From an optimization exercise on the open Yosys and OpenROAD flow, aimed at small area, a short achievable clock period and few clock cycles; shortcuts taken in it are not production practice. Only simulation tests tie the RTL to the original design; equivalence was not proved. Power figures rest on the tool's default switching activity, not on a simulated workload.

--- config.mk ---
export PLATFORM = sky130hd
export DESIGN_NAME = huffman
export DESIGN_NICKNAME = huffman
export VERILOG_FILES = /design/flow/design.v
export SDC_FILE = /design/flow/constraint.sdc
export NUM_CORES = 4
export LEC_CHECK = 0
export CAP_MARGIN = 20
export CORE_MARGIN = 2
export CORE_UTILIZATION = 40
export SLEW_MARGIN = 20
--- constraint.sdc ---
create_clock -name core_clock -period 5.0 [get_ports {clk}]
set_input_delay 1.0000 -clock core_clock [delete_from_list [all_inputs] [get_ports {clk}]]
set_output_delay 1.0000 -clock core_clock [all_outputs]
set_load 0.01 [all_outputs]
--- design.v ---
module huffman(clk, reset, gray_valid, gray_data, CNT_valid, CNT1, CNT2, CNT3, CNT4, CNT5, CNT6,code_valid, HC1, HC2, HC3, HC4, HC5, HC6, M1, M2, M3, M4, M5, M6);
input clk;
input reset;
input gray_valid;
input [7:0] gray_data;
output reg CNT_valid;
output [7:0] CNT1, CNT2, CNT3, CNT4, CNT5, CNT6;
output reg code_valid;
output [7:0] HC1, HC2, HC3, HC4, HC5, HC6;
output [7:0] M1, M2, M3, M4, M5, M6;
integer i;
reg [3:0] st;
wire sorting = (st == 4'd2) | (st == 4'd3) | (st == 4'd4);
wire merging = (st == 4'd5) | (st == 4'd6) | (st == 4'd7) | (st == 4'd8) | (st == 4'd9);
always @(posedge clk or posedge reset)
	if (reset) begin
		st <= 4'd0;
		CNT_valid <= 1'b0;
		code_valid <= 1'b0;
	end else begin
		CNT_valid <= (st == 4'd1) & ~gray_valid;
		code_valid <= (st == 4'd9);
		case (st)
			4'd0:	st <= gray_valid ? 4'd1 : 4'd0;
			4'd1:	st <= gray_valid ? 4'd1 : 4'd2;
			4'd10:	st <= 4'd10;
			default: st <= st + 4'd1;
		endcase
	end
reg [6:0] Q [0:5];
reg [5:0] Mem [0:5];
assign CNT6 = {1'b0, Q[0]};
assign CNT5 = {1'b0, Q[1]};
assign CNT4 = {1'b0, Q[2]};
assign CNT3 = {1'b0, Q[3]};
assign CNT2 = {1'b0, Q[4]};
assign CNT1 = {1'b0, Q[5]};
reg [6:0] ev [0:5];
reg [5:0] evm [0:5];
reg [6:0] od [0:5];
reg [5:0] odm [0:5];
always @(*) begin
	for (i = 0; i < 6; i = i + 2) begin
		if (Q[i] > Q[i+1]) begin
			ev[i] = Q[i+1]; ev[i+1] = Q[i];
			evm[i] = Mem[i+1]; evm[i+1] = Mem[i];
		end else begin
			ev[i] = Q[i]; ev[i+1] = Q[i+1];
			evm[i] = Mem[i]; evm[i+1] = Mem[i+1];
		end
	end
	od[0] = ev[0]; odm[0] = evm[0];
	od[5] = ev[5]; odm[5] = evm[5];
	for (i = 1; i < 5; i = i + 2) begin
		if (ev[i] > ev[i+1]) begin
			od[i] = ev[i+1]; od[i+1] = ev[i];
			odm[i] = evm[i+1]; odm[i+1] = evm[i];
		end else begin
			od[i] = ev[i]; od[i+1] = ev[i+1];
			odm[i] = evm[i]; odm[i+1] = evm[i+1];
		end
	end
end
wire [6:0] sum = Q[0] + Q[1];
wire [5:0] smem = Mem[0] | Mem[1];
reg [5:0] lt;
reg [6:0] mg [0:5];
reg [5:0] mgm [0:5];
always @(*) begin
	lt = 6'd0;
	for (i = 2; i < 6; i = i + 1)
		lt[i] = Q[i] < sum;
	for (i = 0; i < 4; i = i + 1) begin
		if (lt[i+2]) begin
			mg[i] = Q[i+2]; mgm[i] = Mem[i+2];
		end else if ((i == 0) || lt[i+1]) begin
			mg[i] = sum; mgm[i] = smem;
		end else begin
			mg[i] = Q[i+1]; mgm[i] = Mem[i+1];
		end
	end
	mg[4] = lt[5] ? sum : Q[5];
	mgm[4] = lt[5] ? smem : Mem[5];
	mg[5] = 7'h7f;
	mgm[5] = 6'd0;
end
always @(posedge clk or posedge reset)
	if (reset) begin
		for (i = 0; i < 6; i = i + 1) begin
			Q[i] <= 7'd0;
			Mem[i] <= 6'b100000 >> i;
		end
	end else if (sorting) begin
		for (i = 0; i < 6; i = i + 1) begin
			Q[i] <= od[i];
			Mem[i] <= odm[i];
		end
	end else if (merging) begin
		for (i = 0; i < 6; i = i + 1) begin
			Q[i] <= mg[i];
			Mem[i] <= mgm[i];
		end
	end else if (gray_valid) begin
		for (i = 0; i < 6; i = i + 1)
			if (gray_data[2:0] == 3'd6 - i)
				Q[i] <= Q[i] + 7'd1;
	end
reg [4:0] T [0:5];
reg [4:0] H [0:5];
always @(posedge clk or posedge reset)
	if (reset) begin
		for (i = 0; i < 6; i = i + 1) begin
			T[i] <= 5'd0;
			H[i] <= 5'd0;
		end
	end else if (merging) begin
		for (i = 0; i < 6; i = i + 1)
			if (Mem[0][i] | Mem[1][i]) begin
				T[i] <= {T[i][3:0], 1'b1};
				if (Mem[0][i])
					H[i] <= H[i] | (T[i] ^ {T[i][3:0], 1'b1});
			end
	end
assign HC1 = {3'b0, H[0]};	assign M1 = {3'b0, T[0]};
assign HC2 = {3'b0, H[1]};	assign M2 = {3'b0, T[1]};
assign HC3 = {3'b0, H[2]};	assign M3 = {3'b0, T[2]};
assign HC4 = {3'b0, H[3]};	assign M4 = {3'b0, T[3]};
assign HC5 = {3'b0, H[4]};	assign M5 = {3'b0, T[4]};
assign HC6 = {3'b0, H[5]};	assign M6 = {3'b0, T[5]};
endmodule
--- run.sh ---
#!/bin/bash
# synth_recipe.tcl (not shown) runs the flow's synth.tcl, then flattens the netlist and writes it again
# the make line also repeats each setting of config.mk as NAME=value (left out here)
make -C /OpenROAD-flow-scripts/flow DESIGN_CONFIG=/design/flow/config.mk WORK_HOME=/design/flow/orfs CLKGATE_MAP_FILE= SYNTH_SCRIPT=/design/flow/synth_recipe.tcl finish
==> flow_metrics.tcl <==
set metrics [dict create \
    cts_resized 0 \
    synth-seq-cells 144 \
    wl_per_cell_um 19.2 \
    clock_skew_ns 0.0172 \
    ys_warn_count 11 \
    rsz0062_at_grt "no" \
    grt_max_degree 113 \
    yosys_most_used_dff "dfrtp_1" \
    core_area_um2 27600 \
    cts_root_buf "clkbuf_16" \
    drv_slew 0 \
    ios 157 \
    vias 10300 \
    cts_buffers 17 \
    ant_nets 0 \
    ys_types 73 \
    cp-endpoint "Q[3][4]" \
    worstSetupStartpoint "Q[5][1]" \
    power_density_nw_per_um2 781 \
    crit_path_start_kind "flip-flop" \
    wl_met2_mm 15.8 \
    reg2reg_slack_ns 0.48 \
    final_hold_viol_count 0 \
    syn_inst 1287 \
    wl_met3_mm 2.24 \
    die-width_um 171 \
    path_buf_inv 2 \
    critPathMaxStageDelay_ns 0.53 \
    clock_latency_ns 0.44 \
    dpl.hpwl_mm 24.1 \
    postCtsHoldBufs 0 \
    p_leak_nw 5.85 \
    fin_nets 1483 \
    fmax_mhz 221 \
    wirelength_mm 34.4 \
    peakVddDrop_mv 0.424 \
    setup_viol 0 \
    fin_crit_sh_pct 90.5 \
    cts_tree "built" \
    crit_arrival_ns 4.85 \
    rr_startpoint "Q[5][1]" \
    num_rows 61 \
    syn_avg_cell_area_um2 8.68 \
    overflow 0 \
    cpMaxStageDelayCell "dfrtp_1" \
    htreeDepth 4 \
    ys_seq_area_share_pct 32.3 \
    cts.sinks 144 \
    tightestPinTransition_ns 1.10 \
    final_cell_mix "138 x dfrtp_1, 112 x nand2_1, 109 x clkdlybuf4s50_1" \
    grt_pass1_vias 10100 \
    drtPass1Iterations 5 \
    status "complete, no violations" \
    antenna_cells 0 \
    crit_top_cell "a21oi_1" \
    drive_above_1_share_pct 12.3 \
    path_max_fanout 13 \
    grt_pass1_wl_mm 55.0 \
    io_buffer_count 109 \
    top_layer_used "met4" \
    cts_setup_buffers 0 \
    regToRegEndpoint "Q[3][4]" \
    path_depth 17 \
    cap_violations 0 \
    layout_commonest_cell "dfrtp_1" \
    relSlewSlack_pct 25.3 \
    grt_use_total_pct 23.9 \
    finalSetupTns_ns 0 \
    path_delay_family "compound AO/OA/AOI/OAI gates" \
    vias_per_cell 5.76 \
    netlist_area_um2 11200 \
    place.gp.congestion 0.883 \
    antenna_found_initial 0 \
    async_flop_share_pct 100 \
    endpoint_kind "flip-flop" \
    clk_pin_slew_ns 0.08 \
    die-area_um2 29300 \
    drc 0 \
    cts_max_path_buffers 2 \
    wl_met1_mm 15.4 \
    min-delay-path-class "flip-flop to flip-flop" \
    crit_path_cell_trace "inv_1 -> ha_1 -> nor2b_1 -> o21ai_1 -> a21oi_1 -> o31ai_2 -> buf_4 -> mux2i_1 -> ha_1 -> nor2b_1 -> o21ai_0 -> a21oi_1 -> or2_2 -> a21oi_1 -> a221oi_1 -> o21ai_0 -> a21boi_0" \
    synth_edf_count 0 \
    drt_iter0_drc 919 \
    start_util_pct 40.4 \
    ff2ff_path_depth 17 \
    hold_ws_ns 0.475 \
    area_growth_pct 20.2 \
    period_minus_slack_ns 4.52 \
    die_h_um 171 \
    path_class "flip-flop to flip-flop" \
    worstPathRequired_ns 5.32 \
]
[final cells by class]
class / instances / area (um2)
clock buffer: 17 / 425
clock inverter: 15 / 195
fill: 2656 / 14200
inverter: 50 / 195
multi-input combinational: 1017 / 6940
sequential: 144 / 3610
tap: 378 / 473
timing repair buffer: 170 / 1590
[where the power goes]
part	leakage, nW	switching (mW)	internal [mW]	total (mW)
Sequential	1.87	0.234	1.30	1.53
Clock	0.294	0.649	0.680	1.33
Combinational	3.69	4.61	3.01	7.62
[cells by family after synthesis]
| family | after synthesis | share of synthesized area (%) |
|---|---|---|
| AO/OA/AOI/OAI | 408 | 24.2 |
| multiplexers | 108 | 10.1 |
| flip-flops | 144 | 32.3 |
| adder cells (fa/ha/maj) | 73 | 8.24 |
| AND/OR/NAND/NOR | 333 | 13.5 |
| buffers and inverters | 167 | 7.36 |
| other | 1 | 0.0336 |
| XOR/XNOR | 53 | 4.16 |
[stage by stage]
step / cell area [um2] / worst slack, ns / util (%) / power (mW) / instances
CTS: 13400 / 0.548 / 48.6 / 10.4 / 1791
global placement: 12800 / 0.688 / 46.3 / 8.90 / 1759
global route: 13400 / 0.152 / 48.6 / 11.3 / 1791
finish: 13400 / 0.476 / 48.6 / 10.5 / 1791
detailed placement: 12800 / 0.645 / 46.3 / 9.01 / 1759
floorplan: 11300 / 0.144 / - / 6.62 / 1328
[metal layers]
metal,vias to the layer above,global-route usage [%]
met4,0,9.32
met2,413,38.2
met1,4980,32.5
met3,75,3.54
li1,4852,-
met5,-,0
[synthesized netlist by cell type, types with 4 or more instances]
library cell  count  area (um2)
nand3_1          43         215
a211oi_1         34         255
inv_1            50         188
a31oi_1          19         119
o21bai_1         39         293
a31o_2            6        52.6
and3_1           13        81.3
o221ai_1         11        96.3
dfrtp_1         138        3450
or3_1             6        37.5
clkbuf_1         49         184
a21o_1            7        52.6
xor2_1            9        78.8
mux2_2           40         450
nand2b_1          7        43.8
o31ai_1           9        67.6
buf_1             5        18.8
o221a_2           8        90.1
nor2_1           96         360
a21oi_1         103         515
nand2_1         112         420
o22ai_1           9        56.3
a22o_1            6        52.6
o211ai_1         28         210
nor2b_1          10        62.6
dfstp_2           6         158
mux2i_1          68         681
o21ai_0          77         385
o21a_1            6        45.0
xnor2_1          44         385
buf_2            18        90.1
or2_2             9        56.3
a22oi_1           4        30.0
a211o_1           6        52.6
nand4_1           8        50.1
buf_4            44         330
ha_1             71         888
nor3_1           14        70.1
[registers in the layout, summed over array words and instances (netlist names)]
register,flops
CNT_valid,1
H,30
Mem,36
Q,42
T,30
code_valid,1
st,4
[worst min-delay path by stage]
stage | start | cells past startpoint | slack, ns | to
2_1_floorplan | Mem[5][1] | 1 | 0.51 | Mem[5][1]
3_3_place_gp | H[1][1] | 1 | 0.46 | H[1][1]
3_5_place_dp | H[4][1] | 1 | 0.46 | H[4][1]
4_1_cts | H[0][4] | 1 | 0.48 | H[0][4]
5_1_grt | H[2][3] | 1 | 0.50 | H[2][3]
6_report | H[2][3] | 1 | 0.48 | H[2][3]
Testbench counts, summed over its fixed seeds: cycles 43,600.

afterwards: timing with drivers on the ports:
No port has a modelled driver above. Below, the same layout with a new extraction and two added sets of constraints. Step 1, drivers: a clkbuf_16 drives clk and a buf_2 each remaining input, both assumed. Step 2 times the ports against the registers' clock, not the clock port: input delays grow and output delays shrink by t, the midpoint of the rising clock arrivals with the driver on. Slacks: ideal / step 1 / step 2; pairs: ideal / step 1.
t (ns): 0.482
slack for setup (ns): 0.476 / 0.476 / 0.476
worst data-port slew with drivers (ns): 0.03
After both steps setup and hold are still met in this run. For this run, drivers alone change the setup slack by 0.000 ns; drivers and shift together by 0.000 ns.
